This design comes from an exercise in tuning for a short achievable clock period and few clock cycles on the open sky130 flow, not from production work. In this exercise RTL edits were held to simulation tests only and were not proved equivalent to the original. Power is estimated from default activity; no workload was simulated.

Setup of rev 12:
Design mips_single_cycle, start of the top module:
module mips_single_cycle(
	input logic asyn_n_rst,
	input logic clk,
	input logic [31:0] instruction,
	input logic [31:0] dm_q,
	output logic [31:0] PC,
	output logic [15:0] dm_address,
	output logic [31:0] dm_d,
	output logic dm_we
	);
Size: roughly 0.067 mm² of cells after synthesis.
==> flow/config.mk <==
export PLATFORM = sky130hd
export DESIGN_NAME = mips_single_cycle
export DESIGN_NICKNAME = mips_single_cycle
export VERILOG_FILES = /design/flow/design.v
export SDC_FILE = /design/flow/constraint.sdc
export NUM_CORES = 4
export LEC_CHECK = 0
export ABC_CLOCK_PERIOD_IN_PS = 2500
export CAP_MARGIN = 20
export CORE_MARGIN = 2
export CORE_UTILIZATION = 60
export SLEW_MARGIN = 20
export TNS_END_PERCENT = 100
==> flow/constraint.sdc <==
create_clock -name core_clock -period 9.0 [get_ports {clk}]
set_input_delay 1.8000 -clock core_clock [delete_from_list [all_inputs] [get_ports {clk}]]
set_output_delay 1.8000 -clock core_clock [all_outputs]
set_load 0.01 [all_outputs]
standard.sh (not shown) runs the stock make flow with config.mk's settings and CLKGATE_MAP_FILE= SYNTH_SCRIPT=/design/flow/synth_recipe.tcl, a recipe that flattens the netlist after the stock synthesis.
==> flow/flow/run.sh <==
#!/bin/bash
set -euo pipefail
bash standard.sh SETUP_SLACK_MARGIN=6.3 finish > standard_flow.log 2>&1
Testbench counts of rev 12, summed over its fixed seeds: cycles 20,653.
The inputs of rev 13 differ from those of rev 12 as listed below.
--- a/flow/design.v
+++ b/flow/design.v
@@ -416,14 +416,13 @@
 	logic        k1, k2;
 	logic        d_we, d_load, d_store, d_memimm, d_bimm;
 	logic        d_chkeq, d_chkne, d_chkle, d_chkgt, d_ret;
 	logic        d_fwds, d_fwdt, d_fwds2, d_fwdt2;
 	logic        e_we;
 	logic [4:0]  e_wri;
-	logic [4:0]  d_wri, d_sa;
-	logic [31:0] d_rsoh, d_rtoh;
+	logic [4:0]  d_rsi, d_rti, d_wri, d_sa;
 	logic [15:0] d_imm;
 	logic [31:0] d_immval, d_alt;
 	logic [9:0]  d_alu;
 	logic        d_fwdb, d_fwdm;
 	always_ff @(posedge clk or negedge asyn_n_rst) begin
 		if (!asyn_n_rst) begin
@@ -448,14 +447,14 @@
 		d_ret   <= f_ret;
 	end
 	always_ff @(posedge clk) begin
 		d_load   <= f_lwr | f_lwi;
 		d_memimm <= f_lwi | f_swi;
 		d_bimm   <= f_bimm;
-		d_rsoh   <= 32'b1 << f_rsi;
-		d_rtoh   <= 32'b1 << f_rt;
+		d_rsi    <= f_rsi;
+		d_rti    <= f_rt;
 		d_wri    <= f_wri;
 		d_sa     <= instruction[10:6];
 		d_imm    <= f_imm;
 		d_immval <= f_immval;
 		d_alt    <= f_alt;
 		d_alu    <= f_alu;
@@ -468,23 +467,14 @@
 	end
 	logic [31:0] rf [0:31];
 	logic [31:0] qs, qt, e_result, dm_address_n;
 	logic        w_we;
 	logic [4:0]  w_wri;
 	logic [31:0] w_data;
-	logic [31:0] rs_q, rt_q;
-	always_comb begin
-		rs_q = 32'b0;
-		rt_q = 32'b0;
-		for (int k = 0; k < 32; k++) begin
-			rs_q = rs_q | ({32{d_rsoh[k]}} & rf[k]);
-			rt_q = rt_q | ({32{d_rtoh[k]}} & rf[k]);
-		end
-	end
-	assign qs = d_fwds2 ? w_data : rs_q;
-	assign qt = d_fwdt2 ? w_data : rt_q;
+	assign qs = d_fwds2 ? w_data : rf[d_rsi];
+	assign qt = d_fwdt2 ? w_data : rf[d_rti];
 	assign dm_address_n = ({32{d_fwdm & e_alu[A_ADD]}} & r_add) | ({32{d_fwdm & e_alu[A_SUB]}} & r_sub) |
 		         ({32{d_fwdm}} & r_rest) | ({32{!(d_fwdm)}} & (d_memimm ? {16'b0, d_imm} : qs));
 	logic        e_chkeq, e_chkne, e_chkle, e_chkgt, e_ret, e_valid;
 	logic [31:0] e_a, e_b, e_alt;
 	logic [4:0]  e_sa;
 	logic [9:0]  e_alu;
@@ -538,12 +528,12 @@
 	always_ff @(posedge clk) begin
 		w_wri  <= e_wri;
 		w_data <= e_result;
 		if (w_we) rf[w_wri] <= w_data;
 	end
 	assign eq  = (e_a == e_b);
-	assign lte = ((~e_a) <= (~e_b));
+	assign lte = (e_b <= e_a);
 	assign redirect = e_valid & ((e_chkeq & eq) | (e_chkne & !eq) |
 	                             (e_chkle & lte) | (e_chkgt & !lte) |
 	                             (e_ret & (e_a != e_alt)));
 	assign redirect_pc = e_ret ? e_a : e_alt;
 endmodule
### Flow results
Relative to rev 12, the via count of the first global-routing pass measured on rev 13 has decreased by more than 10%. In the tables for rev 13 and rev 12, layout overhead on the synthesized area reads higher with rev 13. The lower shortest clock period the worst path allows after layout came out of rev 13. Of rev 13 and rev 12, rev 13 shows the lower first-pass GRT wire length, with rev 12 above it. Ratio of routed vias to standard cells delta for rev 13 relative to rev 12: 0.85 lower. Changes observed in rev 13 relative to rev 12: transition time at the pin with the least slew margin now sits lower, setup slack now sits higher, total length of routed met3 wires now sits lower. Per the comparison of rev 13 with rev 12, final period utilization has decreased; aggregate global-route resource usage has decreased. For the power, rev 13 came in about 1% lower than rev 12 did.
Testbench counts of rev 13, summed over its fixed seeds: cycles 20,653.

[port drivers added, routing unchanged]
No port has a modelled driver above. Below, the same layouts with a new extraction and two added sets of constraints. Step 1 (the two cells are an assumption about what drives the block):
set clk [get_ports {clk}]
set_driving_cell -lib_cell sky130_fd_sc_hd__clkbuf_16 $clk
set_driving_cell -lib_cell sky130_fd_sc_hd__buf_2 [delete_from_list [all_inputs] $clk]
Step 2 times the ports against the registers' clock, not the clock port: input delays grow and output delays shrink by t, the midpoint of the rising clock arrivals with the driver on. a / b / c = ideal ports / drivers / drivers and shift; a / b = the first two.
run	t (ns)	slack for setup (ns)	worst hold slack (ns)	worst setup path at the end
rev 12	0.891	5.438 / 5.438 / 4.867	0.319 / 0.319 / 0.319	input to register
rev 13	0.863	5.725 / 5.722 / 5.032	0.314 / 0.314 / 0.314	input to register
After both steps every run listed still meets setup and hold. For rev 13, which loses most, drivers alone change the setup slack by -0.003 ns; drivers and shift together by -0.693 ns.
